This design comes from an exercise in tuning for small area on the open sky130 flow, not from production work.
At most, simulation tests tie the RTL to the original design; equivalence was not proved.
The clock port is modelled as an ideal driver, which makes a skipped or thinned clock tree look cheaper than it is; a real chip needs a root buffer or a tree.
No activity file was given, so power comes from the tool's default toggle rates.

run A:
==> flow/design.v (excerpt) <==
module four_way_traffic_stop(
    input logic clk, reset, car_north, car_south, car_east, car_west,
    input logic car_north_left, car_south_left, car_east_left, car_west_left,
    output logic [1:0] light_north, light_south, light_east, light_west,
    output logic [1:0] left_north, left_south, left_east, left_west
);
Size: about 47 flip-flops, roughly 26 I/O pins, roughly 1800 µm² of cells after synthesis.
==> flow/config.mk <==
export PLATFORM = sky130hd
export DESIGN_NAME = four_way_traffic_stop
export DESIGN_NICKNAME = four_way_traffic_stop
export VERILOG_FILES = /design/flow/design.v
export SDC_FILE = /design/flow/constraint.sdc
export NUM_CORES = 4
export LEC_CHECK = 0
export CAP_MARGIN = 20
export CORE_MARGIN = 2
export CORE_UTILIZATION = 65
export PLACE_DENSITY = 0.75
export SLEW_MARGIN = 20
==> flow/constraint.sdc <==
create_clock -name core_clock -period 10.0 [get_ports {clk}]
set_input_delay 2.0000 -clock core_clock [delete_from_list [all_inputs] [get_ports {clk}]]
set_output_delay 2.0000 -clock core_clock [all_outputs]
set_load 0.01 [all_outputs]
standard.sh (not shown) runs the stock make flow with config.mk's settings and CLKGATE_MAP_FILE= SYNTH_SCRIPT=/design/flow/synth_recipe.tcl, a recipe that flattens the netlist after the stock synthesis.
==> flow/flow/run.sh <==
#!/bin/bash
# The standard layout (standard.sh) with three changes:
# - synthesis maps with area-oriented ABC scripts, keeping the smallest
#   result (flow/synth.tcl,
#   flow/abc_scripts.txt),
# - each port gets the smallest buffer (buf_1),
# - the clock tree is built without dummy load cells, and without its
#   root buffer, with leaf buffers sized to their loads (flow/post_cts.tcl).
set -euo pipefail
W=$PWD
export AREA_ABC_SCRIPTS=$W/flow/abc_scripts.txt
export AREA_ABC_TMP=$W
export FLOW_SYNTH_TCL=$W/synth_recipe.tcl
export BUFFER_PORTS_ARGS="-buffer_cell sky130_fd_sc_hd__buf_1"
export CTS_ARGS="-sink_clustering_enable -repair_clock_nets -dont_use_dummy_load"
export POST_CTS_TCL=$W/flow/post_cts.tcl
sed "s|SYNTH_SCRIPT=[^ ]*|SYNTH_SCRIPT=$W/flow/synth.tcl|" standard.sh > area_standard.sh
bash area_standard.sh > standard.log 2>&1
Other scripts of this flow, unchanged in this note and not shown: flow/flow/abc_scripts.txt, flow/flow/post_cts.tcl, flow/flow/synth.tcl
> inputs changed (run A -> run B)
- CORE_UTILIZATION changed from 65 to 40
- PLACE_DENSITY removed (was 0.75)
==> results.txt <==
On buffer share of cell area, run A tracks run B almost exactly.
On HPWL after detailed placement: run B sits below run A.
Between run A and run B, the combinational power does not differ in any meaningful way.
Against run A, run B reports a shortest clock period the worst path allows after layout that is higher.
Design area, run B and run A: larger value in run B
Comparing run B and run A, final RePlAce weighted congestion is lower on run B.
Fill cell total of the finished layout, run B vs run A: up by more than 100%
The core of run B is less densely filled than that of run A.
~same worst hold slack in run B and run A
No functional check of the RTL was part of any run of this note.

four_way_traffic_stop, a different RTL version from the one above (not shown whole).
Size in the first run: ~280 cells after synthesis, about 47 flip-flops, ~2000 um2 of cells after synthesis.
clock: 10.0 ns
lec_check: 0
abc_area: 1
cap_margin: 20
core_margin: 2
core_utilization: 40
slew_margin: 20
==> flow/flow/run.sh <==
#!/bin/bash
# The standard layout, with the smallest buffer on each port and a clock
# tree without dummy load cells.
set -euo pipefail
export BUFFER_PORTS_ARGS="-buffer_cell sky130_fd_sc_hd__buf_1"
export CTS_ARGS="-sink_clustering_enable -repair_clock_nets -dont_use_dummy_load -sink_clustering_size 64 -sink_clustering_max_diameter 500 -buf_list sky130_fd_sc_hd__clkbuf_8"
bash standard.sh > standard.log 2>&1
Edit:
==> flow/flow/run.sh (replaced) <==
#!/bin/bash
# The standard layout, with the smallest buffer on each port and a clock
# tree without dummy load cells.
set -euo pipefail
export BUFFER_PORTS_ARGS="-buffer_cell sky130_fd_sc_hd__buf_1"
export CTS_ARGS="-sink_clustering_enable -repair_clock_nets -dont_use_dummy_load -sink_clustering_size 64 -sink_clustering_max_diameter 500 -buf_list sky130_fd_sc_hd__clkbuf_16"
bash standard.sh > standard.log 2>&1
Sequential power is about the same.
Cell area rose by 2.5%.
Global-route usage is higher by 0.47 points.
Clock-buffer cell count does not change.
Total power increases by about 16%.
Hold slack got worse by 0.0048 ns.
Synthesized area does not change.
Cell count stays the same.
Wire length climbs by about 3%.
No run of this note included a check of the RTL's function; only the layout flow was run.

four_way_traffic_stop, a different RTL version from the one above (not shown whole).
Size in the first run: roughly 230 cells after synthesis, ~47 flip-flops, about 26 I/O pins.
clock: 10.0 ns
lec_check: 0
cap_margin: 20
core_margin: 2
core_utilization: 40
slew_margin: 20
==> flow/flow/run.sh <==
#!/bin/bash
# The standard layout (standard.sh) with three changes:
# - synthesis maps with area-oriented ABC scripts, keeping the smallest
#   result (flow/synth.tcl),
# - each port gets the smallest buffer (buf_1),
# - the clock tree is built without dummy load cells, and without its
#   root buffer, with leaf buffers sized to their loads (flow/post_cts.tcl).
set -euo pipefail
W=$PWD
export AREA_ABC_DIR=$W/flow/abc
export FLOW_SYNTH_TCL=$W/synth_recipe.tcl
export BUFFER_PORTS_ARGS="-buffer_cell sky130_fd_sc_hd__buf_1"
export CTS_ARGS="-sink_clustering_enable -repair_clock_nets -dont_use_dummy_load"
export POST_CTS_TCL=$W/flow/post_cts.tcl
sed "s|SYNTH_SCRIPT=[^ ]*|SYNTH_SCRIPT=$W/flow/synth.tcl|" standard.sh > area_standard.sh
bash area_standard.sh > standard.log 2>&1
==> flow/flow/abc/s01.abc <==
strash
dch -f
amap
topo
==> flow/flow/abc/s02.abc <==
strash
dch
amap
topo
==> flow/flow/abc/s03.abc <==
strash
dch -f
amap -F 10 -A 20
topo
==> flow/flow/abc/s04.abc <==
strash
dch -f
amap
strash
dch -f
amap
topo
==> flow/flow/abc/s05.abc <==
strash
balance
dch -f
amap
topo
==> flow/flow/abc/s06.abc <==
strash
balance
dch
amap
topo
==> flow/flow/abc/s07.abc <==
strash
balance
dch -f
amap -F 10 -A 20
topo
==> flow/flow/abc/s08.abc <==
strash
balance
dch -f
amap
strash
dch -f
amap
topo
==> flow/flow/abc/s09.abc <==
strash
rewrite -l
rewrite -z -l
dch -f
amap
topo
==> flow/flow/abc/s10.abc <==
strash
rewrite -l
rewrite -z -l
dch
amap
topo
==> flow/flow/abc/s11.abc <==
strash
rewrite -l
rewrite -z -l
dch -f
amap -F 10 -A 20
topo
==> flow/flow/abc/s12.abc <==
strash
rewrite -l
rewrite -z -l
dch -f
amap
strash
dch -f
amap
topo
==> flow/flow/abc/s13.abc <==
strash
drw
dch -f
amap
topo
==> flow/flow/abc/s14.abc <==
strash
drw
dch
amap
topo
==> flow/flow/abc/s15.abc <==
strash
drw
dch -f
amap -F 10 -A 20
topo
==> flow/flow/abc/s16.abc <==
strash
drw
dch -f
amap
strash
dch -f
amap
topo
==> flow/flow/abc/s17.abc <==
strash
balance
rewrite
refactor
balance
rewrite
rewrite -z
balance
refactor -z
rewrite -z
balance
dch -f
amap
topo
==> flow/flow/abc/s18.abc <==
strash
balance
rewrite
refactor
balance
rewrite
rewrite -z
balance
refactor -z
rewrite -z
balance
dch
amap
topo
==> flow/flow/abc/s19.abc <==
strash
balance
rewrite
refactor
balance
rewrite
rewrite -z
balance
refactor -z
rewrite -z
balance
dch -f
amap -F 10 -A 20
topo
==> flow/flow/abc/s20.abc <==
strash
balance
rewrite
refactor
balance
rewrite
rewrite -z
balance
refactor -z
rewrite -z
balance
dch -f
amap
strash
dch -f
amap
topo
==> flow/flow/abc/s25.abc <==
strash
rewrite -l
refactor -l
rewrite -z -l
dch -f
amap
topo
==> flow/flow/abc/s26.abc <==
strash
rewrite -l
refactor -l
rewrite -z -l
dch
amap
topo
==> flow/flow/abc/s27.abc <==
strash
rewrite -l
refactor -l
rewrite -z -l
dch -f
amap -F 10 -A 20
topo
==> flow/flow/abc/s28.abc <==
strash
rewrite -l
refactor -l
rewrite -z -l
dch -f
amap
strash
dch -f
amap
topo
==> flow/flow/post_cts.tcl <==
set root [get_cells -quiet clkbuf_0_clk]
set leaves {}
if { [llength $root] == 1 } {
  set rootnet [get_nets clknet_0_clk]
  set leafpins [get_pins -of_objects $rootnet -filter "direction==input"]
  if { [llength $leafpins] <= 4 } {
    set clknet [get_nets clk]
    foreach p $leafpins {
      lappend leaves [get_cells -of_objects $p]
      disconnect_pin $rootnet $p
      connect_pin $clknet $p
    }
    delete_instance $root
    delete_net $rootnet
  }
}
set_propagated_clock [all_clocks]
foreach leaf $leaves {
  set onet [get_nets -of_objects [get_pins -of_objects $leaf -filter "direction==output"]]
  set sinks [get_pins -of_objects $onet -filter "direction==input"]
  foreach size {2 4 8 16} {
    replace_cell $leaf sky130_fd_sc_hd__clkbuf_$size
    estimate_parasitics -placement
    set worst 0
    foreach p $sinks {
      set s [get_property $p slew_max]
      if { $s > $worst } { set worst $s }
    }
    puts "clock leaf [get_full_name $leaf]: clkbuf_$size, [llength $sinks] sinks, worst slew $worst"
    if { $worst < 0.115 } { break }
  }
}
detailed_placement
check_placement -verbose
estimate_parasitics -placement
report_clock_skew
report_worst_slack -min
report_worst_slack -max
==> flow/flow/synth.tcl <==
# The standard synthesis (synth_recipe.tcl), with ABC's technology
# mapping done by area-oriented scripts (flow/abc/*.abc) in place of ORFS's:
# each script maps the same logic and the smallest result is kept.
proc abc {args} {
  set i [lsearch -exact $args -script]
  set lib [lindex $args [expr {[lsearch -exact $args -liberty] + 1}]]
  yosys design -save area_abc_in
  set best_area 1e18
  set best_script ""
  foreach script [lsort [glob $::env(AREA_ABC_DIR)/*.abc]] {
    yosys design -load area_abc_in
    lset args [expr {$i + 1}] $script
    yosys abc {*}$args
    set st [tee -q -s result.string stat -liberty $lib]
    set area 1e18
    foreach {m a} [regexp -all -inline {Chip area for [^:]*: ([0-9.]+)} $st] { set area $a }
    puts "area_abc: $script -> $area"
    if { $area < $best_area } {
      set best_area $area
      set best_script $script
      yosys design -save area_abc_best
    }
  }
  puts "area_abc: kept $best_script ($best_area)"
  yosys design -load area_abc_best
}
source $::env(FLOW_SYNTH_TCL)
Then changed:
==> flow/flow/abc/a1.abc (new file) <==
strash
dch -f
amap
strash
dch -f
amap
topo
==> flow/flow/abc/a12.abc (new file) <==
strash
dch -f
amap -F 10 -A 20
topo
==> flow/flow/abc/a2.abc (new file) <==
strash
dch -f
amap
topo
==> flow/flow/abc/b1.abc (new file) <==
strash
dch
amap
topo
==> flow/flow/abc/b12.abc (new file) <==
sop
fx
strash
dch -f
amap
topo
==> flow/flow/abc/b3.abc (new file) <==
strash
balance
dch -f
amap
topo
==> flow/flow/abc/b4.abc (new file) <==
strash
drw
dch -f
amap
topo
==> flow/flow/abc/b9.abc (new file) <==
strash
rewrite -l
rewrite -z -l
dch -f
amap
topo
removed: flow/flow/abc/s01.abc
removed: flow/flow/abc/s02.abc
removed: flow/flow/abc/s03.abc
removed: flow/flow/abc/s04.abc
removed: flow/flow/abc/s05.abc
removed: flow/flow/abc/s06.abc
removed: flow/flow/abc/s07.abc
removed: flow/flow/abc/s08.abc
removed: flow/flow/abc/s09.abc
removed: flow/flow/abc/s10.abc
removed: flow/flow/abc/s11.abc
removed: flow/flow/abc/s12.abc
removed: flow/flow/abc/s13.abc
removed: flow/flow/abc/s14.abc
removed: flow/flow/abc/s15.abc
removed: flow/flow/abc/s16.abc
removed: flow/flow/abc/s17.abc
removed: flow/flow/abc/s18.abc
removed: flow/flow/abc/s19.abc
removed: flow/flow/abc/s20.abc
removed: flow/flow/abc/s25.abc
removed: flow/flow/abc/s26.abc
removed: flow/flow/abc/s27.abc
removed: flow/flow/abc/s28.abc
Die area goes up by 0.39%.
Clock-buffer cell count does not change.
Area after synthesis goes up by 0.41%.
Core utilization is about the same.
Cell count came out lower by 2.9%.
Register-to-register slack improved by 200 ps.
Global-route usage stays flat.
Non-clock buffer count stays the same.
Then changed:
--- a/flow/flow/run.sh
+++ b/flow/flow/run.sh
@@ -2,4 +2,3 @@
 # The standard layout (standard.sh) with three changes:
-# - synthesis maps with area-oriented ABC scripts, keeping the smallest
-#   result (flow/synth.tcl),
+# - synthesis maps with an area-oriented ABC script (flow/synth.tcl),
 # - each port gets the smallest buffer (buf_1),
@@ -9,3 +8,3 @@
 W=$PWD
-export AREA_ABC_DIR=$W/flow/abc
+export AREA_ABC_SCRIPT=$W/flow/area.abc
 export FLOW_SYNTH_TCL=$W/synth_recipe.tcl
==> flow/flow/area.abc (new file) <==
strash
dch -f
amap
strash
dch -f
amap
topo
--- a/flow/flow/post_cts.tcl
+++ b/flow/flow/post_cts.tcl
@@ -29,3 +29,3 @@
     puts "clock leaf [get_full_name $leaf]: clkbuf_$size, [llength $sinks] sinks, worst slew $worst"
-    if { $worst < 0.115 } { break }
+    if { $worst < 0.105 } { break }
   }
==> flow/flow/synth.tcl (replaced) <==
# The standard synthesis (synth_recipe.tcl), with ABC's technology
# mapping done by an area-oriented script (flow/area.abc) in place of ORFS's.
proc abc {args} {
  set i [lsearch -exact $args -script]
  if { $i >= 0 } {
    lset args [expr {$i + 1}] $::env(AREA_ABC_SCRIPT)
  }
  yosys abc {*}$args
}
source $::env(FLOW_SYNTH_TCL)
removed: flow/flow/abc/a1.abc
removed: flow/flow/abc/a12.abc
removed: flow/flow/abc/a2.abc
removed: flow/flow/abc/b1.abc
removed: flow/flow/abc/b12.abc
removed: flow/flow/abc/b3.abc
removed: flow/flow/abc/b4.abc
removed: flow/flow/abc/b9.abc
After rerunning: Routed wire length came out lower by 3.0%; maximum frequency fell by about 14%; power is about the same.
Then changed:
--- a/flow/flow/run.sh
+++ b/flow/flow/run.sh
@@ -4,4 +4,3 @@
 # - each port gets the smallest buffer (buf_1),
-# - the clock tree is built without dummy load cells, and without its
-#   root buffer, with leaf buffers sized to their loads (flow/post_cts.tcl).
+# - the clock tree is built without dummy load cells.
 set -euo pipefail
@@ -12,3 +11,2 @@
 export CTS_ARGS="-sink_clustering_enable -repair_clock_nets -dont_use_dummy_load"
-export POST_CTS_TCL=$W/flow/post_cts.tcl
 sed "s|SYNTH_SCRIPT=[^ ]*|SYNTH_SCRIPT=$W/flow/synth.tcl|" standard.sh > area_standard.sh
removed: flow/flow/post_cts.tcl
Outcome:
- power climbs by 7.4%
- global-route usage goes up by 0.35 points
- non-clock buffer count does not change
- cell count rose by about 0.32%
- flip-flop and latch count stays the same
- sequential share of layout area goes down by 0.45 points

[static timing again, ports no longer ideal]
Ports are ideal in the flow. The routed layouts listed here were re-timed in OpenROAD.
Step 1 (the two cells are an assumption about what drives the block):
set clk [get_ports {clk}]
set_driving_cell -lib_cell sky130_fd_sc_hd__clkbuf_16 $clk
set_driving_cell -lib_cell sky130_fd_sc_hd__buf_2 [delete_from_list [all_inputs] $clk]
Step 2, shift: input delay + t, output delay - t, t = (earliest + latest rising clock arrival at the registers) / 2. This alone moves slack from input paths to output paths.
a / b / c = ideal / step 1 / step 2; a / b = the first two.
| run | t, ns | setup WS [ns] | worst hold slack (ns) | latest minus earliest clock arrival (ns) | pins driven straight from the clock port |
|---|---|---|---|---|---|
| run A | 0.200 | 6.946 / 6.971 / 6.771 | 0.412 / 0.412 / 0.412 | 0.026 / 0.026 | 4 |
| run B | 0.197 | 6.918 / 6.942 / 6.746 | 0.413 / 0.413 / 0.413 | 0.025 / 0.025 | 4 |
| the first run of note 2 | 0.311 | 7.137 / 7.111 / 6.866 | 0.399 / 0.399 / 0.399 | 0.019 / 0.018 | 1 |
| the second run of note 2 | 0.311 | 7.149 / 7.120 / 6.853 | 0.395 / 0.395 / 0.395 | 0.014 / 0.014 | 1 |
| the first run of note 3 | 0.200 | 6.870 / 6.896 / 6.696 | 0.420 / 0.420 / 0.420 | 0.026 / 0.026 | 4 |
| the second run of note 3 | 0.205 | 6.776 / 6.804 / 6.599 | 0.429 / 0.429 / 0.429 | 0.032 / 0.032 | 4 |
| the third run of note 3 | 0.195 | 6.264 / 6.285 / 6.090 | 0.434 / 0.434 / 0.434 | 0.028 / 0.028 | 4 |
| the fourth run of note 3 | 0.313 | 6.414 / 6.415 / 6.102 | 0.433 / 0.433 / 0.433 | 0.014 / 0.014 | 1 |
After both steps setup and hold are still met in every run listed. For the fourth run of note 3, which loses most, drivers alone change the setup slack by +0.001 ns; drivers and shift together by -0.312 ns.
